What follows belongs to an exercise in optimizing a design on an open flow for small area, a short achievable clock period and few clock cycles; a production flow would make more cautious choices. RTL that was checked went through simulation tests only; none was proved equivalent to the original. No functional check of the RTL was part of runs 1 and 2. Power figures rest on the tool's default switching activity, not on a simulated workload.

## flow/design.v

```verilog
module fadd_a(input [15:0] a, input [15:0] b, output [45:0] p);
  wire [4:0] ea = a[14:10], eb = b[14:10];
  wire sa = a[15], sb = b[15];
  wire [4:0] d = ea - eb;
  wire swap = (eb > ea);
  wire sub = sa ^ sb;
  wire [4:0] E0 = swap ? eb : ea;
  wire [10:0] ma = {|ea, a[9:0]}, mb = {|eb, b[9:0]};
  wire [10:0] mbig = swap ? mb : ma;
  wire [10:0] msml = swap ? ma : mb;
  wire [25:0] al = {msml, 15'b0} >> d;
  wire spec = (&ea) | (&eb);
  wire sign = spec ? ((&ea) ? sa : sb) : (swap ? sb : sa);
  assign p = {spec, sign, E0, sub, mbig, al, sub & (|al[14:0])};
endmodule
module fadd_b(input [45:0] p, output [23:0] q);
  wire spec = p[45], sign = p[44];
  wire [4:0] E0 = p[43:39];
  wire sub = p[38];
  wire [10:0] mbig = p[37:27];
  wire [25:0] al = p[26:1];
  wire borrow = p[0];
  wire [14:0] x = al[14:0];
  wire [11:0] yv = {sub, al[25:15] ^ {11{sub}}};
  wire [12:0] sum = {1'b0, mbig, 1'b1} + {yv, sub & ~borrow};
  wire [11:0] hi = sum[12:1];
  wire z13 = (x[12:0] == 13'd0);
  wire o13 = (x[12:0] == 13'h1FFF);
  wire c14 = ~x[13] & z13;
  wire s13 = sub ? (~x[13] ^ z13) : x[13];
  wire s14 = sub ? (~x[14] ^ c14) : x[14];
  wire or121 = sub ? ~(z13 | o13) : (|x[12:1]);
  wire and121 = sub ? ((x[12:0] == 13'd1) | (x[12:0] == 13'd2)) : (&x[12:1]);
  assign q = {spec, sign, E0, hi, s14, s13, or121, and121, x[0]};
endmodule
module fadd_c(input [23:0] p, output [15:0] y);
  wire spec = p[23], sign = p[22];
  wire [4:0] E0 = p[21:17];
  wire [13:0] H = p[16:3];      
  wire or121 = p[2], and121 = p[1], s0 = p[0];
  wire [11:0] U = H[13:2];      
  wire s14 = H[1], s13 = H[0];
  wire or13_1 = s13 | or121;
  wire or13_0 = s13 | or121 | s0;
  wire or12_0 = or121 | s0;
  wire all14_0 = s14 & s13 & and121 & s0;
  wire all14_1 = s14 & s13 & and121;
  wire [4:0] Ep1 = E0 + 5'd1, Ep2 = E0 + 5'd2, Ep3 = E0 + 5'd3;
  wire e28 = (E0 >= 5'd28), e29 = (E0 >= 5'd29), e30 = (E0 == 5'd30);
  wire cZ = (U == 12'd0);
  wire cO = U[11];
  wire cN = ~U[11] & U[10];
  wire [9:0] frO = U[10:1];
  wire condO = U[0] & (s14 | or13_1 | U[1]);
  wire cyO = U[0] & all14_1;
  wire all1O = &frO, zeroO = (frO == 10'd0);
  wire [9:0] frOi = frO + 10'd1;
  wire [9:0] frN = U[9:0];
  wire condN = s14 & (or13_0 | U[0]);
  wire cyN = all14_0;
  wire all1N = &frN, zeroN = (frN == 10'd0);
  wire [9:0] frNi = frN + 10'd1;
  reg [3:0] lz;
  always @(*)
    casez (U[9:0])
      10'b1?????????: lz = 4'd1;
      10'b01????????: lz = 4'd2;
      10'b001???????: lz = 4'd3;
      10'b0001??????: lz = 4'd4;
      10'b00001?????: lz = 4'd5;
      10'b000001????: lz = 4'd6;
      10'b0000001???: lz = 4'd7;
      10'b00000001??: lz = 4'd8;
      10'b000000001?: lz = 4'd9;
      default:        lz = 4'd10;
    endcase
  wire [11:0] X = {U[9:0], s14, s13} << (lz - 4'd1);
  wire [9:0] frL = X[10:1];
  wire condL = U[9] & s13 & (or12_0 | s14);
  wire bumpL = condL & (U[8:0] == 9'd0) & ~s14;
  reg [4:0] EL;
  always @(*)
    casez (U[9:0])
      10'b1?????????: EL = bumpL ? E0 : E0 - 5'd1;
      10'b01????????: EL = E0 - 5'd2;
      10'b001???????: EL = E0 - 5'd3;
      10'b0001??????: EL = E0 - 5'd4;
      10'b00001?????: EL = E0 - 5'd5;
      10'b000001????: EL = E0 - 5'd6;
      10'b0000001???: EL = E0 - 5'd7;
      10'b00000001??: EL = E0 - 5'd8;
      10'b000000001?: EL = E0 - 5'd9;
      default:        EL = E0 - 5'd10;
    endcase
  reg [4:0] E; reg [9:0] F; reg ovf;
  always @(*) begin
    if (cZ) begin
      E = all14_0 ? 5'd22 : 5'd0; F = 10'd0; ovf = 1'b0;
    end else if (cO) begin
      if (cyO & all1O) begin E = Ep3; F = 10'd0; ovf = e28; end
      else if (condO & zeroO & ~cyO) begin E = Ep2; F = frO; ovf = e29; end
      else begin E = Ep1; F = cyO ? frOi : frO; ovf = e30; end
    end else if (cN) begin
      if (cyN & all1N) begin E = Ep2; F = 10'd0; ovf = e29; end
      else if (condN & zeroN & ~cyN) begin E = Ep1; F = frN; ovf = e30; end
      else begin E = E0; F = cyN ? frNi : frN; ovf = 1'b0; end
    end else begin
      E = EL; F = frL; ovf = 1'b0;
    end
  end
  assign y = (spec | ovf) ? {sign, 5'b11111, 10'd0} : {sign, E, F};
endmodule
module fmul_a(input [15:0] a, input [15:0] b, output [66:0] p);
  wire [4:0] ea = a[14:10], eb = b[14:10];
  wire zero = (ea == 5'd0 && a[9:0] == 10'd0) || (eb == 5'd0 && b[9:0] == 10'd0);
  wire [10:0] ma = {1'b1, a[9:0]}, mb = {1'b1, b[9:0]};
  wire [13:0] pp0 = ma * mb[2:0];
  wire [13:0] pp1 = ma * mb[5:3];
  wire [13:0] pp2 = ma * mb[8:6];
  wire [12:0] pp3 = ma * mb[10:9];
  wire ga = ea > 5'd15, gb = eb > 5'd15;
  wire [4:0] ea1 = ea - 5'd15, eb1 = eb - 5'd15;
  reg [5:0] s0, s1;
  always @(*) begin
    if (ga & gb) begin
      s0 = {1'b0, ea1} + {1'b0, eb1};
      s1 = {1'b0, ea1} + {1'b0, eb1} + 6'd1;
    end else if (ga) begin
      s0 = {1'b0, ea1} - {1'b0, eb};
      s1 = s0;
    end else if (gb) begin
      s0 = {1'b0, eb1} - {1'b0, ea};
      s1 = s0;
    end else begin
      s0 = 6'b110001;
      s1 = 6'b110001;
    end
  end
  wire [5:0] t0 = s0 + 6'd15, t1 = s1 + 6'd15;
  wire [4:0] x0 = t0[5] ? 5'b11111 : t0[4:0];
  wire [4:0] x1 = t1[5] ? 5'b11111 : t1[4:0];
  assign p = {zero, a[15] ^ b[15], x1, x0, pp3, pp2, pp1, pp0};
endmodule
module fmul_b(input [66:0] p, output [23:0] q);
  wire [21:0] prod = {p[54:42], 9'd0} + {2'd0, p[41:28], 6'd0} + {5'd0, p[27:14], 3'd0} + {8'd0, p[13:0]};
  assign q = {p[66:55], prod[21:10]};
endmodule
module fmul_c(input [23:0] p, output [15:0] y);
  wire zero = p[23], sign = p[22];
  wire [4:0] x1 = p[21:17], x0 = p[16:12];
  wire [11:0] ph = p[11:0];    
  assign y = zero ? 16'd0 : (ph[11] ? {sign, x1, ph[10:1]} : {sign, x0, ph[9:0]});
endmodule
module ScalarRegFile (clk, rst, ra1, ra2, rd1, rd2,
                      bw_en, bw_hi, bw_dst, bw_data,
                      ww_lo, ww_hi, ww_dst, ww_data, r7_en, r7_data);
  input clk, rst;
  input [2:0] ra1, ra2;
  output [15:0] rd1, rd2;
  input bw_en, bw_hi;
  input [2:0] bw_dst;
  input [7:0] bw_data;
  input ww_lo, ww_hi;
  input [2:0] ww_dst;
  input [15:0] ww_data;
  input r7_en;
  input [15:0] r7_data;
  wire [15:0] regs [0:7];
  assign rd1 = regs[ra1];
  assign rd2 = regs[ra2];
  genvar g;
  generate
    for (g = 0; g < 8; g = g + 1) begin : entry
      reg [15:0] q;
      assign regs[g] = q;
      always @(posedge clk)
        if (rst)
          q <= 16'h0000;
        else begin
          if (ww_lo && ww_dst == g)              q[7:0] <= ww_data[7:0];
          else if (g == 7 && r7_en)              q[7:0] <= r7_data[7:0];
          else if (bw_en && !bw_hi && bw_dst == g) q[7:0] <= bw_data;
          if (ww_hi && ww_dst == g)              q[15:8] <= ww_data[15:8];
          else if (g == 7 && r7_en)              q[15:8] <= r7_data[15:8];
          else if (bw_en && bw_hi && bw_dst == g)  q[15:8] <= bw_data;
        end
    end
  endgenerate
endmodule
module VectorRegFile (clk, we_l, wd_l, we_a, wd_a, heads);
  input clk;
  input [7:0] we_l, we_a;
  input [15:0] wd_l, wd_a;
  output [127:0] heads;
  genvar g;
  generate
    for (g = 0; g < 8; g = g + 1) begin : entry
      reg [255:0] q;
      wire [255:0] rot = {q[15:0], q[255:16]};
      always @(posedge clk)
        q <= {rot[255:240], we_l[g] ? wd_l : rot[239:224], rot[223:192],
              we_a[g] ? wd_a : rot[191:176], rot[175:0]};
      assign heads[16*g +: 16] = q[15:0];
    end
  endgenerate
endmodule
module CVP14(output [15:0] Addr, output RD, output WR, output V, output [15:0] dataOut,
             input Reset, input Clk1, input [15:0] DataIn);
localparam QD = 4;                   
localparam FQ = 12;                  
localparam MU_IDLE = 2'd0, MU_VLD = 2'd1, MU_VSTW = 2'd2, MU_VSTR = 2'd3;
localparam AU_VADD = 2'd0, AU_VDOT = 2'd1, AU_SMUL = 2'd2;
function ok_add;
  input [15:0] x;
  ok_add = (x[14:0] == 15'd0) | (x[14:10] >= 5'd10 && x[14:10] <= 5'd27);
endfunction
function ok_mul;
  input [15:0] x;
  ok_mul = (x[14:10] <= 5'd22);
endfunction
reg [3:0] ph;                        
reg [7:0] zf;                        
reg [7:0] sa, sm;                    
reg [15:0] addr_q, dout_q;
reg rd_q, wr_q, v_q, vflag;
reg [15:0] q [0:QD-1];
reg [2:0] qn;                        
reg [15:0] ir_pc, fpc;
reg f_act;                           
wire [15:0] ir = q[0];
wire ir_v = (qn != 3'd0);
reg [1:0] mu_st;
reg [3:0] mu_cnt;
reg [15:0] base;
reg [2:0] mu_reg;
reg ld_now, ld_last;                 
reg l_oka, l_okm;
reg [15:0] ld1;
reg ld1_v;
reg [2:0] ld1_r;
reg rd_busy, rd_act, vdot_wait, rd_us;
reg [1:0] rd_op;
reg [2:0] rd_ra, rd_rb, rd_rd;
reg [3:0] rd_cnt;
reg [4:1] sv, sfirst, slast, sus;
reg [1:0] sop [1:4];
reg [2:0] srd [1:4];
reg [15:0] x1, y1;
reg [45:0] fa_p;
reg [23:0] fb_p;
reg [66:0] ma_p;
reg [23:0] mb_p;
reg [15:0] wres;
reg a_oka, a_okm;
reg us_busy, us_fin, us_vdot, ovf;
reg [15:0] us_pc;
reg [15:0] fq [0:FQ-1];
reg [3:0] fq_wp, fq_rp, fq_cnt;
reg [15:0] acc;
reg [4:0] acc_k;
reg [1:0] acc_st;                    
reg vd_pend, vd_wlo, vd_whi, vd_wr;
reg [2:0] vd_rd;
reg [45:0] ca_p;
reg [23:0] cb_p;
wire [3:0] op = ir[15:12];
wire is_vadd = (op == 4'd0);
wire is_vdot = (op == 4'd1);
wire is_smul = (op == 4'd2);
wire is_sst  = (op == 4'd3);
wire is_vld  = (op == 4'd4);
wire is_vst  = (op == 4'd5);
wire is_sll  = (op == 4'd6);
wire is_slh  = (op == 4'd7);
wire is_j    = (op == 4'd8);
wire is_au = is_vadd | is_vdot | is_smul;
wire is_mu = is_sst | is_vld | is_vst;
wire [2:0] f_d = ir[11:9], f_a = ir[8:6], f_b = ir[5:3];
wire [15:0] rx, ry;
wire [127:0] heads;
wire redirect = us_fin & ovf;
wire blocking = us_busy & ~(us_fin & ~ovf);           
wire s4_vec = sv[4] & (sop[4] != AU_VDOT);
function pend_w;
  input [2:0] r;
  pend_w = (rd_busy & (rd_op != AU_VDOT) & (rd_rd == r)) |
           (sv[1] & (sop[1] != AU_VDOT) & (srd[1] == r)) |
           (sv[2] & (sop[2] != AU_VDOT) & (srd[2] == r)) |
           (sv[3] & (sop[3] != AU_VDOT) & (srd[3] == r)) |
           (s4_vec & (srd[4] == r));
endfunction
function pend_s;
  input [2:0] r;
  pend_s = vd_pend & (vd_rd == r);
endfunction
wire mu_free = (mu_st == MU_IDLE);
wire vld_act = (mu_st == MU_VLD) | ld_now;            
wire au_haz = (vld_act & (mu_reg == f_a | (mu_reg == f_b & ~is_smul) | (mu_reg == f_d & ~is_vdot))) |
              ((mu_st == MU_VSTW) & (mu_reg == f_d) & ~is_vdot);
wire wait_rd_d = vdot_wait & (rd_ra == f_d | rd_rb == f_d);
reg issue_ok;
always @(*) begin
  if (is_au)       issue_ok = ~rd_busy & ~au_haz & (~is_vdot | ~vd_pend) & (~is_smul | ~pend_s(f_b));
  else if (is_vld) issue_ok = mu_free & ~pend_s(f_a) & ~pend_w(f_d) & ~wait_rd_d;
  else if (is_vst) issue_ok = mu_free & ~ld_now & ~pend_s(f_a) & ~pend_w(f_d);
  else if (is_sst) issue_ok = mu_free & ~pend_s(f_a) & ~pend_s(f_d);
  else issue_ok = 1'b1;
end
wire issue = ir_v & ~blocking & ~redirect & issue_ok;
wire au_issue = issue & is_au;
wire mu_issue = issue & is_mu;
wire issue_safe = is_vadd ? (sa[f_a] & sa[f_b]) :
                  is_vdot ? (sm[f_a] & sm[f_b]) :
                            (sm[f_a] & (ry[14:10] <= 5'd22));
wire sll_vd = issue & is_sll & vd_pend & (vd_rd == f_d);
wire slh_vd = issue & is_slh & vd_pend & (vd_rd == f_d);
wire r7_en = redirect & ~(us_vdot & vd_rd == 3'd7);
wire r7_vd = r7_en & vd_pend & (vd_rd == 3'd7);
ScalarRegFile srf(.clk(Clk1), .rst(Reset),
                  .ra1(f_a), .ra2(is_smul ? f_b : f_d), .rd1(rx), .rd2(ry),
                  .bw_en(issue & (is_sll | is_slh)), .bw_hi(is_slh), .bw_dst(f_d), .bw_data(ir[7:0]),
                  .ww_lo(vd_wr & vd_wlo & ~sll_vd), .ww_hi(vd_wr & vd_whi & ~slh_vd),
                  .ww_dst(vd_rd), .ww_data(acc),
                  .r7_en(r7_en), .r7_data(us_pc));
wire [7:0] we_l = ld1_v ? (8'd1 << ld1_r) : 8'd0;
wire [7:0] we_a = s4_vec ? (8'd1 << srd[4]) : 8'd0;
VectorRegFile vrf(.clk(Clk1), .we_l(we_l), .wd_l(ld1), .we_a(we_a), .wd_a(wres), .heads(heads));
wire [2:0] sel_a = rd_busy ? rd_ra : f_a;
wire [2:0] sel_b = rd_busy ? rd_rb : f_b;
wire [2:0] sel_c = mu_free ? f_d : mu_reg;
wire [15:0] va = zf[sel_a] ? 16'd0 : heads[16*sel_a +: 16];
wire [15:0] vb = zf[sel_b] ? 16'd0 : heads[16*sel_b +: 16];
wire [15:0] vc = zf[sel_c] ? 16'd0 : heads[16*sel_c +: 16];
wire [1:0] i_op = is_vadd ? AU_VADD : (is_vdot ? AU_VDOT : AU_SMUL);
wire first_read = (au_issue & (~is_vdot | ph == 4'd0)) | (vdot_wait & ph == 4'd0);
wire read_now = first_read | rd_act;
wire read_last = rd_act & (rd_cnt == 4'd15);
wire [1:0] cur_op = au_issue ? i_op : rd_op;
wire [2:0] cur_rd = au_issue ? f_d : rd_rd;
wire [45:0] fa_pn;
wire [23:0] fb_pn;
wire [66:0] ma_pn;
wire [23:0] mb_pn;
wire [15:0] fc_y, mc_y;
fadd_a ua1(.a(x1), .b(y1), .p(fa_pn));
fadd_b ua2(.p(fa_p), .q(fb_pn));
fadd_c ua3(.p(fb_p), .y(fc_y));
fmul_a um1(.a(x1), .b(y1), .p(ma_pn));
fmul_b um2(.p(ma_p), .q(mb_pn));
fmul_c um3(.p(mb_p), .y(mc_y));
always @(posedge Clk1) begin
  if (Reset) begin
    rd_busy <= 1'b0; rd_act <= 1'b0; vdot_wait <= 1'b0;
    sv <= 4'd0;
    us_busy <= 1'b0; us_fin <= 1'b0; ovf <= 1'b0;
  end else begin
    if (us_fin) begin us_fin <= 1'b0; us_busy <= 1'b0; end
    else if (sv[4] & slast[4] & sus[4]) us_fin <= 1'b1;
    if (au_issue) begin
      rd_busy <= 1'b1;
      rd_op <= i_op; rd_ra <= f_a; rd_rb <= f_b; rd_rd <= f_d; rd_us <= ~issue_safe;
      vdot_wait <= is_vdot & (ph != 4'd0);
      if (~issue_safe) begin
        us_busy <= 1'b1; us_vdot <= is_vdot; us_pc <= ir_pc; ovf <= 1'b0;
      end
    end
    if (vdot_wait & ph == 4'd0) vdot_wait <= 1'b0;
    if (first_read) begin rd_act <= 1'b1; rd_cnt <= 4'd1; end
    else if (rd_act) begin rd_cnt <= rd_cnt + 4'd1; if (rd_cnt == 4'd15) rd_act <= 1'b0; end
    if (read_last) rd_busy <= 1'b0;
    sv <= {sv[3:1], read_now};
    if (sv[4] & (wres == 16'h7C00)) ovf <= 1'b1;
  end
end
always @(posedge Clk1) begin
  if (read_now) begin
    x1 <= va;
    if (cur_op != AU_SMUL) y1 <= vb;
    else if (au_issue) y1 <= ry;
  end
  sfirst <= {sfirst[3:1], first_read};
  slast <= {slast[3:1], read_last};
  sus <= {sus[3:1], au_issue ? ~issue_safe : rd_us};
  sop[1] <= cur_op; sop[2] <= sop[1]; sop[3] <= sop[2]; sop[4] <= sop[3];
  srd[1] <= cur_rd; srd[2] <= srd[1]; srd[3] <= srd[2]; srd[4] <= srd[3];
  fa_p <= fa_pn;
  fb_p <= fb_pn;
  ma_p <= ma_pn;
  mb_p <= mb_pn;
  wres <= (sop[3] == AU_VADD) ? fc_y : mc_y;
  if (s4_vec) begin
    a_oka <= (a_oka | sfirst[4]) & ok_add(wres);
    a_okm <= (a_okm | sfirst[4]) & ok_mul(wres);
  end
end
wire push = sv[4] & (sop[4] == AU_VDOT);
wire fq_has = (fq_cnt != 4'd0);
wire step = vd_pend & fq_has & (acc_st == 2'd0) & (acc_k != 5'd16);
wire [15:0] fq_head = fq[fq_rp];
wire [45:0] ca_pn;
wire [23:0] cb_pn;
wire [15:0] cc_y;
fadd_a uc1(.a(acc), .b(fq_head), .p(ca_pn));
fadd_b uc2(.p(ca_p), .q(cb_pn));
fadd_c uc3(.p(cb_p), .y(cc_y));
always @(posedge Clk1) begin
  if (Reset) begin
    vd_pend <= 1'b0; acc_st <= 2'd0; vd_wr <= 1'b0;
  end else begin
    if (sll_vd | r7_vd) vd_wlo <= 1'b0;
    if (slh_vd | r7_vd) vd_whi <= 1'b0;
    if (au_issue & is_vdot) begin
      vd_pend <= 1'b1; vd_rd <= f_d; vd_wlo <= 1'b1; vd_whi <= 1'b1;
      acc_k <= 5'd0; fq_cnt <= 4'd0; fq_wp <= 4'd0; fq_rp <= 4'd0;
    end else begin
      if (push) fq_wp <= (fq_wp == FQ - 1) ? 4'd0 : fq_wp + 4'd1;
      if (step) fq_rp <= (fq_rp == FQ - 1) ? 4'd0 : fq_rp + 4'd1;
      fq_cnt <= fq_cnt + {3'd0, push} - {3'd0, step};
      if (step) acc_k <= acc_k + 5'd1;
    end
    acc_st <= {acc_st[0], step & (acc_k != 5'd0)};
    vd_wr <= acc_st[1] & (acc_k == 5'd16);
    if (vd_wr) vd_pend <= 1'b0;
  end
end
always @(posedge Clk1) begin
  if (push) fq[fq_wp] <= wres;
  ca_p <= ca_pn;
  cb_p <= cb_pn;
  if (step & (acc_k == 5'd0)) acc <= fq_head;
  else if (acc_st[1]) acc <= cc_y;
end
wire [3:0] eoff0 = is_vld ? ph + 4'd1 : 4'd0;
wire [6:0] soff = {ir[5], ir[5:0]} + {3'd0, eoff0};
wire [15:0] addr_now = rx + {{9{soff[6]}}, soff};
wire [15:0] base_now = rx + {{10{ir[5]}}, ir[5:0]};
reg n_mu_port, n_mu_rd, n_mu_wr, n_ld, n_ld_last, n_first;
reg [15:0] n_dout;
reg [3:0] n_eoff, n_mu_cnt;
reg [1:0] n_mu_st;
always @(*) begin
  n_mu_port = 1'b0; n_mu_rd = 1'b0; n_mu_wr = 1'b0; n_ld = 1'b0; n_ld_last = 1'b0;
  n_first = 1'b0; n_eoff = 4'd0; n_dout = vc;
  n_mu_st = mu_st; n_mu_cnt = mu_cnt;
  case (mu_st)
    MU_IDLE:
      if (mu_issue) begin
        n_first = 1'b1;
        if (is_vld) begin
          n_mu_port = 1'b1; n_mu_rd = 1'b1; n_ld = 1'b1;
          n_mu_st = MU_VLD; n_mu_cnt = 4'd1;
        end else if (is_sst) begin
          n_mu_port = 1'b1; n_mu_wr = 1'b1; n_dout = ry;
        end else if (ph == 4'd0) begin
          n_mu_port = 1'b1; n_mu_wr = 1'b1; n_mu_st = MU_VSTR;
        end else
          n_mu_st = MU_VSTW;
      end
    MU_VLD: begin
      n_mu_port = 1'b1; n_mu_rd = 1'b1; n_ld = 1'b1; n_eoff = ph + 4'd1;
      n_mu_cnt = mu_cnt + 4'd1;
      if (mu_cnt == 4'd15) begin n_mu_st = MU_IDLE; n_ld_last = 1'b1; end
    end
    MU_VSTW:
      if (ph == 4'd0) begin
        n_mu_port = 1'b1; n_mu_wr = 1'b1; n_mu_st = MU_VSTR;
      end
    MU_VSTR: begin
      n_mu_port = 1'b1; n_mu_wr = 1'b1; n_eoff = ph;
      if (ph == 4'd15) n_mu_st = MU_IDLE;
    end
  endcase
end
wire [15:0] n_mu_addr = n_first ? addr_now : base + {12'd0, n_eoff};
wire flush = redirect | (issue & is_j);
wire [15:0] target = redirect ? 16'hFFF0 : (ir_pc + {{4{ir[11]}}, ir[11:0]});
wire arrive = f_act & ~flush;
wire [2:0] qn_pop = qn - {2'd0, issue};
wire [2:0] n_qn = flush ? 3'd0 : qn_pop + {2'd0, arrive};
wire n_f_act = ~n_mu_port & (n_qn != QD);
wire [15:0] fetch_addr = flush ? target : fpc;
wire n_vflag = redirect | (vflag & ~issue);
always @(posedge Clk1) begin
  if (Reset) begin
    ph <= 4'd0;
    zf <= 8'hFF; sa <= 8'hFF; sm <= 8'hFF;
    qn <= 3'd0; ir_pc <= 16'd0; fpc <= 16'd1; f_act <= 1'b1;
    addr_q <= 16'd0; rd_q <= 1'b1; wr_q <= 1'b0; v_q <= 1'b0; vflag <= 1'b0;
    mu_st <= MU_IDLE; ld_now <= 1'b0; ld_last <= 1'b0; ld1_v <= 1'b0;
  end else begin
    ph <= ph + 4'd1;
    qn <= n_qn;
    ir_pc <= flush ? target : (issue ? ir_pc + 16'd1 : ir_pc);
    fpc <= fetch_addr + {15'd0, n_f_act};
    f_act <= n_f_act;
    addr_q <= n_mu_port ? n_mu_addr : fetch_addr;
    rd_q <= n_mu_port ? n_mu_rd : n_f_act;
    wr_q <= n_mu_port & n_mu_wr;
    vflag <= n_vflag;
    v_q <= n_vflag & ~n_mu_port & n_f_act;    
    mu_st <= n_mu_st; mu_cnt <= n_mu_cnt;
    ld_now <= n_ld; ld_last <= n_ld_last;
    ld1_v <= ld_now; ld1_r <= mu_reg;
    if (ld_now) begin
      l_oka <= l_oka & ok_add(DataIn);
      l_okm <= l_okm & ok_mul(DataIn);
    end
    if (ld_last) begin
      zf[mu_reg] <= 1'b0;
      sa[mu_reg] <= l_oka & ok_add(DataIn);
      sm[mu_reg] <= l_okm & ok_mul(DataIn);
    end
    if (s4_vec & slast[4]) begin
      if (~((rd_busy & (rd_op != AU_VDOT) & (rd_rd == srd[4])) |
            (sv[1] & (sop[1] != AU_VDOT) & (srd[1] == srd[4])) |
            (sv[2] & (sop[2] != AU_VDOT) & (srd[2] == srd[4])) |
            (sv[3] & (sop[3] != AU_VDOT) & (srd[3] == srd[4])))) begin
        sa[srd[4]] <= (a_oka | sfirst[4]) & ok_add(wres);
        sm[srd[4]] <= (a_okm | sfirst[4]) & ok_mul(wres);
      end
    end
    if (read_last & (rd_op != AU_VDOT)) zf[rd_rd] <= 1'b0;
    if (mu_issue & is_vld) begin
      sa[f_d] <= 1'b0; sm[f_d] <= 1'b0;
      l_oka <= 1'b1; l_okm <= 1'b1;
    end
    if (au_issue & ~is_vdot) begin
      sa[f_d] <= 1'b0; sm[f_d] <= 1'b0;
    end
  end
end
integer k;
always @(posedge Clk1) begin
  for (k = 0; k < QD; k = k + 1)
    if (arrive && k == qn_pop) q[k] <= DataIn;
    else if (issue && k < QD - 1) q[k] <= q[k + 1];
end
always @(posedge Clk1) begin
  if (mu_issue) begin base <= base_now; mu_reg <= f_d; end
  dout_q <= n_dout;
  ld1 <= DataIn;
end
assign Addr = addr_q;
assign RD = rd_q;
assign WR = wr_q;
assign V = v_q;
assign dataOut = dout_q;
endmodule
```

## flow/run.sh

```bash
#!/bin/bash
# synth_recipe.tcl (not shown) runs the flow's synth.tcl, then flattens the netlist and writes it again
# the make line also repeats each setting of config.mk as NAME=value (left out here)
make -C /OpenROAD-flow-scripts/flow DESIGN_CONFIG=/design/flow/config.mk WORK_HOME=/design/flow/orfs CLKGATE_MAP_FILE= SYNTH_SCRIPT=/design/flow/synth_recipe.tcl finish
```

## flow/config.mk

```make
export PLATFORM = sky130hd
export DESIGN_NAME = CVP14
export DESIGN_NICKNAME = CVP14
export VERILOG_FILES = /design/flow/design.v
export SDC_FILE = /design/flow/constraint.sdc
export NUM_CORES = 8
export LEC_CHECK = 0
export CAP_MARGIN = 30
export CORE_MARGIN = 2
export CORE_UTILIZATION = 40
export SLEW_MARGIN = 30
```

## flow/constraint.sdc

```tcl
create_clock -name core_clock -period 20.0 [get_ports {Clk1}]
set_input_delay 4.0000 -clock core_clock [delete_from_list [all_inputs] [get_ports {Clk1}]]
set_output_delay 4.0000 -clock core_clock [all_outputs]
set_load 0.01 [all_outputs]
```

==> results of run 1 <==
[worst paths after layout]
path                                    startpoint                  to  slack (ns)  cells after the start
worst max-delay path                     flip-flop             ca_p[0]       13.46                     17
worst min-delay path            vrf.entry[6].q[64]  vrf.entry[6].q[48]        0.28                      0
worst min register to register  vrf.entry[6].q[64]  vrf.entry[6].q[48]        0.28                      0
worst max register to register           flip-flop             ca_p[0]       13.46                     17
[per-stage QoR]
| stage | total power, uW | hold WS, ns | std cells | instance area, sq um | setup WS (ns) |
|---|---|---|---|---|---|
| finish | 19510 | 0.2756 | 11805 | 114600 | 13.46 |
| global route | 20520 | 0.2702 | 11801 | 114600 | 13.04 |
| CTS | 19580 | 0.2674 | 11793 | 114600 | 13.38 |
| detailed placement | 13940 | 0.3121 | 11272 | 104600 | 13.44 |
| global placement | 13830 | 0.3097 | 11269 | 104500 | 13.56 |
| floorplan | 11670 | 0.3096 | 8164 | 100400 | 14.49 |
[layer usage]
layer  global-route usage [%]  vias up
li1                         -    28994
met1                    28.74    30690
met2                    31.94     2130
met3                    3.390      464
met4                    7.498        0
met5                        0        -
[critical path, cell delays in order (launching register included)]
cell and delay [ns]:
dfxtp_4 0.63, buf_4 0.67, mux2_2 0.29, o22ai_1 0.07, o31ai_1 0.70, inv_1 0.24
ha_1 0.38, o21a_1 0.14, o31ai_2 0.12, a21oi_2 0.58, buf_4 0.37, mux2i_4 0.37
a22oi_1 0.22, a221oi_2 0.43, o32ai_1 0.17, a2111o_1 0.40, a211o_1 0.23, o41a_1 0.39
[logic make-up after synthesis]
logic type	share of synthesized area [%]
flops	63.31
simple gates	8.368
compound gates	8.888
mux	9.709
buf+inv	2.378
fa+ha+maj	4.705
xor+xnor	2.644
[cells in the mapped netlist, types with 14 or more instances]
master	number
a211oi_1	147
a21boi_0	21
a21o_1	71
a21oi_1	285
a221oi_1	31
a22o_1	27
a22oi_1	25
a311oi_1	25
a31oi_1	56
a32oi_1	16
and2_1	79
and3_1	59
buf_1	32
buf_2	23
clkbuf_1	315
dfxtp_1	2590
edfxtp_1	389
fa_1	64
ha_1	275
inv_1	235
mux2_2	347
mux2i_1	262
mux4_2	140
nand2_1	665
nand2b_1	36
nand3_1	162
nand4_1	35
nor2_1	488
nor2b_1	45
nor3_1	112
nor3b_1	18
nor4_1	36
o211ai_1	26
o21a_1	24
o21ai_0	262
o21bai_1	14
o221ai_1	14
o22ai_1	79
o2bb2ai_1	23
o31ai_1	45
or2_2	17
or3_1	23
xnor2_1	177
xor2_1	126
[power by group]
part	internal, uW	total (uW)	switching (uW)
clock	3330	5620	2280
combinational	2370	6470	4110
sequential	6820	7420	601
total	12500	19500	6990
[area by class of cell]
cell class	count	share of cell area, %
Antenna cell	11	0.02402
Clock buffer	391	7.367
Clock inverter	130	1.274
Inverter	243	0.7958
Multi-Input combinational cell	4567	30.31
Sequential cell	2979	55.44
Tap cell	3330	3.635
Timing Repair Buffer	154	1.157
==> run notes, run 1 <==
- Status: no timing/DRC/antenna violations
- First-pass iteration count of the detailed router: 6
- Congestion Overflow GR: 0
- Rel. slew slack: 22.81%
- Seq cells post-synth: 2979
- Commonest non-fill, non-tap cell in the layout: dfxtp_1
- WL/cell: 22.69 um
- WP data required: 20.78 ns
- Cell taking the most area after synthesis: dfxtp_1
- # Post-CTS Setup Buffers: 0
- Pwr/cell area: 170.2 nW/um^2
- Clock Path Buffers: 4
- Top reg by flops: vrf.entry.q
- Hold Crit Class: flip-flop to flip-flop
- Vias per cell: 5.276
- Critical path fanouts, max: 45
- Register area: 63540 sq um
- Io pins: 53
- Slew Viols, Final: 0
- Overall die width: 504.9 um
- Synthesized instance count: 8164
- Htree depth: 5
- Crit path kind: flip-flop to flip-flop
- Initial Utilization: 40.28%
- Clk Latency, worst-skew pair: 0.95 ns
- Fillers: 22379
- Setup tns final: 0 ns
- Die area: 254900 sq um
- Vias in the first global route: 61051
- Pin count of the biggest net entering global routing: 152
- Synth area leaders: dfxtp_1, edfxtp_1, mux2_2
- # rows: 183
- Inserted Clock Buffers: 306
- CTS Root Cell: clkbuf_16
- Max_cap viols: 0
- Core box area: 249100 sq um
- Endpoints failing setup: 0
- Top_reg_cell synth: dfxtp_1
- Synth warn: 8
- Fmax: 153.0 MHz
- Synth top area share: 51.67%
- Synthesized area per cell: 12.29 sq um
- LEAKAGE: 0.04558 uW
- DRT antenna net count: 0
- Met1 WL: 122300 um
- IO Port Bufs: 52
- Syn_nets: 8521
- Total wire length: 267800 um
- TritonCTS Sinks: 2979
- VDD IR max: 0.1636 mV
- Total Nets Final: 8608
- Initial antenna violation count: 13
- Initial DRC Count: 5698
- Die H: 504.9 um
- Post-synth EDFFs: 389
- Worst-path clk slew: 0.06 ns
- Final Cycle Share: 32.69%
- Seq/Total Area, Yosys: 63.31%
- Largest register FFs: 2048
- Routed met2 length: 119800 um
- Share of layout cells above drive strength 1: 13.72%
- Via Count: 62278
- Core Util, Final: 46.01%
- Layout area overhead: 14.21%
- Setup crit start kind: flip-flop
- Area of the multi-input gates: 34740 sq um
- Unrepaired setup endpoints after global routing: no
- Hpwl dp: 177700 um
- Hold Fails Final Rpt: 0
- First-pass GRT wire length: 397900 um
- Worst slew pin tran: 1.154 ns
- Distinct cells, synth: 95
- Crit path time final: 6.538 ns
- Async set-reset flop share out of synthesis: 0%
- TritonCTS clock tree: built
- Hold-fix buffers, CTS: 0
- Largest regs: vrf.entry.q (2048), fq (192), srf.entry.q (128)
- Top Metal Used: met4
- Routed wl met3: 16480 um
- Commonest cells after routing, fill and taps aside: dfxtp_1, nand2_1, nor2_1
- Post-CTS sizing: 0
- Worst Path Arrival: 7.32 ns
- Synth Cell Area: 100400 sq um
- DRC: 0
- Tot GR Track Use: 20.53%
- Worst Setup End Kind: flip-flop
- GP Congestion: 0.9133
- Setup Skew: 0.07365 ns
==> inputs of run 2 (changes only) <==
--- a/flow/config.mk
+++ b/flow/config.mk
@@ -5,7 +5,7 @@
 export SDC_FILE = /design/flow/constraint.sdc
 export NUM_CORES = 8
 export LEC_CHECK = 0
-export CAP_MARGIN = 30
+export CAP_MARGIN = 80
 export CORE_MARGIN = 2
 export CORE_UTILIZATION = 40
-export SLEW_MARGIN = 30
+export SLEW_MARGIN = 80
==> run notes, run 2 <==
- Inserted Clock Buffers: 306 (unchanged)
- Largest register FFs: 2048 (unchanged)
- Cell taking the most area after synthesis: dfxtp_1 (unchanged)
- Most used cell, CP: ha_1 (was buf_4)
- Placed Area: 113200 sq um (was 104600 sq um)
- TritonCTS clock tree: built (unchanged)
- Clk Latency, worst-skew pair: 0.92 ns (was 0.95 ns)
- Unrepaired setup endpoints after global routing: no (unchanged)
- LEAKAGE: 0.04932 uW (was 0.04558 uW)
- WP data required: 20.77 ns (was 20.78 ns)
- DRT antenna net count: 0 (unchanged)
- Die H: 504.9 um (unchanged)
- Setup WS pre-CTS: 13.36 ns (was 13.44 ns)
- Max stage delay cell, worst path: or4_1 (was o31ai_1)
- Hold Fails Final Rpt: 0 (unchanged)
- Hold Crit Class: flip-flop to flip-flop (unchanged)
- Setup crit start kind: flip-flop (unchanged)
- GP Congestion: 0.9133 (unchanged)
- Total Nets Final: 9117 (was 8608)
- Fmax: 166.4 MHz (was 153.0 MHz)
- Post-CTS sizing: 0 (unchanged)
- Synth Cell Area: 100400 sq um (unchanged)
- Distinct cells, synth: 95 (unchanged)
- Status: no timing/DRC/antenna violations (unchanged)
- Seq/Total Area, Yosys: 63.31% (unchanged)
- Max_cap viols: 0 (unchanged)
- Initial Utilization: 40.28% (unchanged)
- Synth top area share: 51.67% (unchanged)
- Async set-reset flop share out of synthesis: 0% (unchanged)
- Crit path time final: 6.011 ns (was 6.538 ns)
- Pin count of the biggest net entering global routing: 46 (was 152)
- Commonest non-fill, non-tap cell in the layout: dfxtp_1 (unchanged)
- Via Count: 64551 (was 62278)
- Post-synth EDFFs: 389 (unchanged)
- Final Cycle Share: 30.06% (was 32.69%)
- Largest regs: vrf.entry.q (2048), fq (192), srf.entry.q (128) (unchanged)
- Htree depth: 5 (unchanged)
- Io pins: 53 (unchanged)
- Finished Cell Area: 124700 sq um (was 114600 sq um)
- Setup Skew: 0.06981 ns (was 0.07365 ns)
- # Post-CTS Setup Buffers: 0 (unchanged)
- Top reg by flops: vrf.entry.q (unchanged)
- Synthesized area per cell: 12.29 sq um (unchanged)
- Most frequent cell after synthesis: dfxtp_1 (unchanged)
- TritonCTS Sinks: 2979 (unchanged)
- WL/cell: 22.22 um (was 22.69 um)
- Worst slew pin tran: 0.3135 ns (was 1.154 ns)
- Congestion Overflow GR: 0 (unchanged)
- VDD IR max: 0.1263 mV (was 0.1636 mV)
- Crit-path max cell delay: 0.53 ns (was 0.70 ns)
- WHS: 0.2778 ns (was 0.2756 ns)
- Commonest cells after routing, fill and taps aside: dfxtp_1, nand2_1, nor2_1 (unchanged)
- Die area: 254900 sq um (unchanged)
- Layout area overhead: 24.22% (was 14.21%)
- Initial antenna violation count: 12 (was 13)
- Rel. slew slack: 78.65% (was 22.81%)
- Pwr/cell area: 171.2 nW/um^2 (was 170.2 nW/um^2)
- Post-synth top cells: dfxtp_1, nand2_1, nor2_1, edfxtp_1, mux2_2 (unchanged)
- Endpoints failing setup: 0 (unchanged)
- DRC: 0 (unchanged)
- CTS Root Cell: clkbuf_16 (unchanged)
- Hpwl dp: 195100 um (was 177700 um)
- First-pass iteration count of the detailed router: 6 (unchanged)
- Synth area leaders: dfxtp_1, edfxtp_1, mux2_2 (unchanged)
- Synth warn: 8 (unchanged)
- Seq cells post-synth: 2979 (unchanged)
- Overall die width: 504.9 um (unchanged)
- Worst Path Arrival: 6.78 ns (was 7.32 ns)
- Initial DRC Count: 5372 (was 5698)
- Setup tns final: 0 ns (unchanged)
- Vias in the first global route: 63992 (was 61051)
- Core box area: 249100 sq um (unchanged)
- Worst Setup End Kind: flip-flop (unchanged)
- Worst-path clk slew: 0.06 ns (about the same)
- Setup ws final: 13.99 ns (was 13.46 ns)
- Hold-fix buffers, CTS: 0 (unchanged)
- Share of layout cells above drive strength 1: 24.66% (was 13.72%)
- Synthesized instance count: 8164 (unchanged)
- Syn_nets: 8521 (unchanged)
- Total wire length: 273900 um (was 267800 um)
- Clock Path Buffers: 4 (unchanged)
- Slew Viols, Final: 0 (unchanged)
- IO Port Bufs: 52 (unchanged)
- Top_reg_cell synth: dfxtp_1 (unchanged)
- # rows: 183 (unchanged)
- Critical path fanouts, max: 20 (was 45)
- Vias per cell: 5.237 (was 5.276)
- Crit path kind: flip-flop to flip-flop (unchanged)
- Core Util, Final: 50.04% (was 46.01%)
- Tot GR Track Use: 20.92% (was 20.53%)
- First-pass GRT wire length: 407500 um (was 397900 um)
## run 2: worst paths after layout
path,startpoint,endpoint,slack [ns],cells after the start
setup reg to reg,q[0][15],fpc[15],13.99,28
hold reg to reg,vrf.entry[0].q[160],vrf.entry[0].q[144],0.28,0
hold / removal,vrf.entry[0].q[160],vrf.entry[0].q[144],0.28,0
setup / recovery,q[0][15],fpc[15],13.99,28
## run 2: cell families after synthesis
kind of cell	Yosys count	synth area share, %
AO/OA/AOI/OAI	1341	8.888
XOR/XNOR	303	2.644
adder cells (fa/ha/maj)	339	4.705
buffers and inverters	618	2.378
flip-flops	2979	63.31
multiplexers	752	9.709
AND/OR/NAND/NOR	1832	8.368
## run 2: layout make-up
cell class	instances	area, sq um
Fill cell	21367	124500
Tap cell	3330	4167
Antenna cell	8	20.02
Multi-Input combinational cell	4567	39260
Timing Repair Buffer	663	6361
Clock buffer	434	9076
Clock inverter	102	1069
Inverter	243	953.4
Sequential cell	2979	63760
## run 2: where the power goes
part / total [uW] / internal, uW / leakage (uW) / switching, uW
sequential: 7340 / 6850 / 0.0246 / 498
clock: 5680 / 3400 / 0.00503 / 2270
combinational: 8320 / 3390 / 0.0197 / 4930
## run 2: worst max-delay path: cells and delay by family (launching register included)
kind            cells  cell delay [ns]
fa+ha+maj           4             1.11
xor+xnor            1             0.20
simple gates        8             1.53
buf+inv             8             1.47
flops               1             0.44
compound gates      7             1.12
## run 2: per-stage QoR
| stage | cells | total power [uW] |
|---|---|---|
| finish | 12326 | 21340 |
| global route | 12324 | 22390 |
| CTS | 12267 | 21120 |
| detailed placement | 11731 | 15390 |
| global placement | 11269 | 13830 |
| floorplan | 8164 | 11670 |
## run 2: per-layer routing
| layer | up-vias | track usage (%) | share of wire [%] |
|---|---|---|---|
| li1 | 30065 | - | - |
| met1 | 31774 | 28.79 | 45 |
| met2 | 2201 | 32.94 | 45 |
| met3 | 511 | 3.536 | 6.1 |
| met4 | 0 | 7.913 | 3.7 |
| met5 | - | 0 | 0 |
==> inputs of run 3 (changes only) <==
--- a/flow/design.v
+++ b/flow/design.v
@@ -319,7 +319,7 @@
 ScalarRegFile srf(.clk(Clk1), .rst(Reset),
                   .ra1(f_a), .ra2(is_smul ? f_b : f_d), .rd1(rx), .rd2(ry),
                   .bw_en(issue & (is_sll | is_slh)), .bw_hi(is_slh), .bw_dst(f_d), .bw_data(ir[7:0]),
-                  .ww_lo(vd_wr & vd_wlo & ~sll_vd), .ww_hi(vd_wr & vd_whi & ~slh_vd),
+                  .ww_lo(vd_wr & vd_wlo & ~sll_vd & ~r7_vd), .ww_hi(vd_wr & vd_whi & ~slh_vd & ~r7_vd),
                   .ww_dst(vd_rd), .ww_data(acc),
                   .r7_en(r7_en), .r7_data(us_pc));
 wire [7:0] we_l = ld1_v ? (8'd1 << ld1_r) : 8'd0;
--- a/flow/config.mk
+++ b/flow/config.mk
@@ -5,7 +5,7 @@
 export SDC_FILE = /design/flow/constraint.sdc
 export NUM_CORES = 8
 export LEC_CHECK = 0
-export CAP_MARGIN = 80
+export CAP_MARGIN = 30
 export CORE_MARGIN = 2
 export CORE_UTILIZATION = 40
-export SLEW_MARGIN = 80
+export SLEW_MARGIN = 30
==> run notes, run 3 <==
- Synth warn: 8 (unchanged)
- TritonCTS Sinks: 2979 (unchanged)
- Power share of the clock group: 28.3% (was 26.6%)
- Synth Cell Area: 100400 sq um (about the same)
- CTS Root Cell: clkbuf_16 (unchanged)
- Hold Fails Final Rpt: 0 (unchanged)
- Total wire length: 269100 um (was 273900 um)
- Largest register FFs: 2048 (unchanged)
- Post-synth top cells: dfxtp_1, nand2_1, nor2_1, edfxtp_1, mux2_2 (unchanged)
- Seq/Total Area, Yosys: 63.29% (was 63.31%)
- Hold-fix buffers, CTS: 0 (unchanged)
- Final Cycle Share: 32.68% (was 30.06%)
- Hold Crit Class: flip-flop to flip-flop (unchanged)
- TritonCTS clock tree: built (unchanged)
- Most frequent cell after synthesis: dfxtp_1 (unchanged)
- Top_reg_cell synth: dfxtp_1 (unchanged)
- Worst Reg2Reg Path Length in Cells: 21 (was 28)
- Largest regs: vrf.entry.q (2048), fq (192), srf.entry.q (128) (unchanged)
- Combinational share of power: 35.0% (was 39.0%)
- Setup tns final: 0 ns (unchanged)
- Cell taking the most area after synthesis: dfxtp_1 (unchanged)
- Endpoints failing setup: 0 (unchanged)
- Initial antenna violation count: 17 (was 12)
- Synth area leaders: dfxtp_1, edfxtp_1, mux2_2 (unchanged)
- Clock Path Buffers: 4 (unchanged)
- Internal: 12820 uW (was 13640 uW)
- Via Count: 62776 (was 64551)
- Sequential group share of total power: 36.8% (was 34.4%)
- Share of layout cells above drive strength 1: 14.19% (was 24.66%)
- Post-synth EDFFs: 389 (unchanged)
- Congestion Overflow GR: 0 (unchanged)
- Setup crit start kind: flip-flop (unchanged)
- Worst Setup End Kind: flip-flop (unchanged)
- # rows: 183 (unchanged)
- Crit path kind: flip-flop to flip-flop (unchanged)
- Syn_nets: 8608 (was 8521)
- Fillers: 22476 (was 21367)
- Status: no timing/DRC/antenna violations (unchanged)
- Synthesized instance count: 8251 (was 8164)
- Setup Skew: 0.09712 ns (was 0.06981 ns)
- Commonest cells after routing, fill and taps aside: dfxtp_1, nand2_1, nor2_1 (unchanged)
- First-pass GRT wire length: 399700 um (was 407500 um)
- Io pins: 53 (unchanged)
- Vias per cell: 5.266 (was 5.237)
- Sw frac: 36.35% (was 36.10%)
- Core box area: 249100 sq um (unchanged)
- Total Nets Final: 8718 (was 9117)
- Rel. slew slack: 31.28% (was 78.65%)
- GP Congestion: 0.9204 (was 0.9133)
- IO Port Bufs: 52 (unchanged)
- Slew Viols, Final: 0 (unchanged)
- LEAKAGE: 0.04518 uW (was 0.04932 uW)
- WL/cell: 22.57 um (was 22.22 um)
- R2r setup slk: 13.46 ns (was 13.99 ns)
- Inserted Clock Buffers: 310 (was 306)
- Clk Latency, worst-skew pair: 0.95 ns (was 0.92 ns)
- Pin count of the biggest net entering global routing: 61 (was 46)
- Worst-path clk slew: 0.06 ns (about the same)
- # Post-CTS Setup Buffers: 0 (unchanged)
- Worst hold path cell count: 0 (unchanged)
- P_sw: 7325 uW (was 7705 uW)
- Post-CTS sizing: 0 (unchanged)
- Unrepaired setup endpoints after global routing: no (unchanged)
- Layout area overhead: 14.64% (was 24.22%)
- Worst slew pin tran: 1.028 ns (was 0.3135 ns)
- DRT antenna net count: 0 (unchanged)
- DRC: 0 (unchanged)
- Synth top area share: 51.65% (was 51.67%)
- Max_cap viols: 0 (unchanged)
- Initial Utilization: 40.29% (was 40.28%)
- Worst Path Arrival: 7.37 ns (was 6.78 ns)
- First-pass iteration count of the detailed router: 6 (unchanged)
- Hpwl dp: 177700 um (was 195100 um)
- VDD IR max: 0.1478 mV (was 0.1263 mV)
- Overall die width: 504.9 um (about the same)
- Seq cells post-synth: 2979 (unchanged)
- Htree depth: 5 (unchanged)
- Top reg by flops: vrf.entry.q (unchanged)
- Initial DRC Count: 4848 (was 5372)
- Vias in the first global route: 61929 (was 63992)
- Pwr/cell area: 175.1 nW/um^2 (was 171.2 nW/um^2)
- Tot GR Track Use: 20.61% (was 20.92%)
- Distinct cells, synth: 97 (was 95)
- WP data required: 20.83 ns (was 20.77 ns)
- Core Util, Final: 46.19% (was 50.04%)
- Die area: 255000 sq um (was 254900 sq um)
- Commonest non-fill, non-tap cell in the layout: dfxtp_1 (unchanged)
- Crit path time final: 6.536 ns (was 6.011 ns)
- Critical path fanouts, max: 23 (was 20)
- Fmax: 153.0 MHz (was 166.4 MHz)
- Async set-reset flop share out of synthesis: 0% (unchanged)
- Die H: 504.9 um (about the same)
- Synthesized area per cell: 12.17 sq um (was 12.29 sq um)
-- run 3: changes by cell type after synthesis, moves of 16 or more --
cell	previous run	this run
o22ai_1	79	58
a211oi_1	147	110
a311oi_1	25	75
nand3_1	162	224
mux2i_1	262	160
a22oi_1	25	41
mux2_2	347	372
nand4_1	35	62
nand2_1	665	752
o2bb2ai_1	23	7
-- run 3: routing by layer --
metal / up-vias / track usage, % / routed length [um]
met3: 504 / 3.819 / 16900
met4: 10 / 8.150 / 10200
met5: - / 0 / 69
li1: 29343 / - / -
met2: 2059 / 32.19 / 121500
met1: 30860 / 28.22 / 120500
-- run 3: per-stage QoR --
stage / power (uW) / setup slack, ns / cells / hold slack, ns / area [sq um]
finish: 20150 / 13.46 / 11922 / 0.2751 / 115100
global route: 21200 / 13.11 / 11917 / 0.2867 / 115100
CTS: 20190 / 13.46 / 11910 / 0.2709 / 115000
detailed placement: 14470 / 13.40 / 11375 / 0.3121 / 104900
global placement: 14360 / 13.14 / 11372 / 0.3096 / 104700
floorplan: 12080 / 14.25 / 8251 / 0.3096 / 100400
-- run 3: path summary, 6_finish.rpt --
path	from	end
hold reg to reg	vrf.entry[4].q[147]	vrf.entry[4].q[131]
setup / recovery	mu_st[1]	fpc[15]
hold / removal	vrf.entry[4].q[147]	vrf.entry[4].q[131]
setup reg to reg	mu_st[1]	fpc[15]
-- run 3: power by group through the flow --
stage               logic, uW  clock network [uW]  registers [uW]
floorplan                4830                   0            7250
global placement         6840                   0            7520
detailed placement       6940                   0            7530
CTS                      6980                5790            7410
global route             7690                6040            7470
finish                   7050                5690            7410
-- run 3: kinds of logic (layout without fill, tap and decap cells) --
kind of cell / count (synthesis) / count (layout) / synth area share, %
DFF: 2979 / 2979 / 63.29
buffers and inverters: 629 / 962 / 2.433
xor gates and xnor gates: 298 / 298 / 2.600
AOI/OAI and AO/OA: 1318 / 1318 / 8.694
adders and majority gates: 339 / 339 / 4.704
muxes: 681 / 681 / 9.122
and+or+nand+nor: 2007 / 2007 / 9.154
other: 0 / 8 / 0
-- run 3: final cells by class --
type                       count  area [sq um]  share of cell area (%)
multi-input combinational   4643         34800                   30.24
timing repair buffer         178          1509                   1.311
sequential                  2979         63540                   55.22
clock inverter               118          1340                   1.165
tap                         3330          4167                   3.621
antenna                        8         20.02                 0.01740
clock buffer                 417          8760                   7.612
inverter                     249         934.6                  0.8122
-- run 3: worst max-delay path, cell delays in order, from the launching register on --
cell      delay, ns
dfxtp_1        0.50
or2_2          0.49
a41oi_1        0.33
o21ai_0        0.18
nor4_1         0.70
a32oi_1        0.19
or3_2          0.73
inv_2          0.42
ha_1           0.23
ha_1           0.28
inv_1          0.13
ha_1           0.17
xnor2_1        0.14
nor4_1         0.12
nor2_1         0.11
ha_1           0.22
o211ai_1       0.13
nor2_1         0.26
and2_1         0.30
nand4_1        0.20
or4_1          0.51
a21oi_1        0.14
Testbench counts of run 3, summed over its fixed seeds: cycles 98,196.

afterwards: timing with drivers on the ports:
In the flow no input, the clock included, has a driving cell. The finished layouts below were timed again as built, in two steps.
Step 1 assumes that a clkbuf_16 drives the clock port and a buf_2 every other input.
Step 2 moves the port delays by t, midway between the first and last clock arrival at a register: inputs arrive t later, outputs are due t later. That takes back most of the time a late clock gives input paths.
Slacks: ideal ports / drivers / drivers and shift; pairs: ideal ports / drivers.
run | t, ns | setup slack, ns | worst slew at a driven data input, ns | cell pins on the clock port's net
run 1 | 0.992 | 13.462 / 13.462 / 13.462 | 0.11 | 1
run 2 | 0.989 | 13.989 / 13.989 / 13.260 | 0.10 | 1
run 3 | 0.991 | 13.464 / 13.464 / 13.433 | 0.09 | 1
After both steps every run listed still meets setup and hold. The setup slack of run 2, which loses most, moves by 0.000 ns with the drivers and by -0.729 ns with both steps.
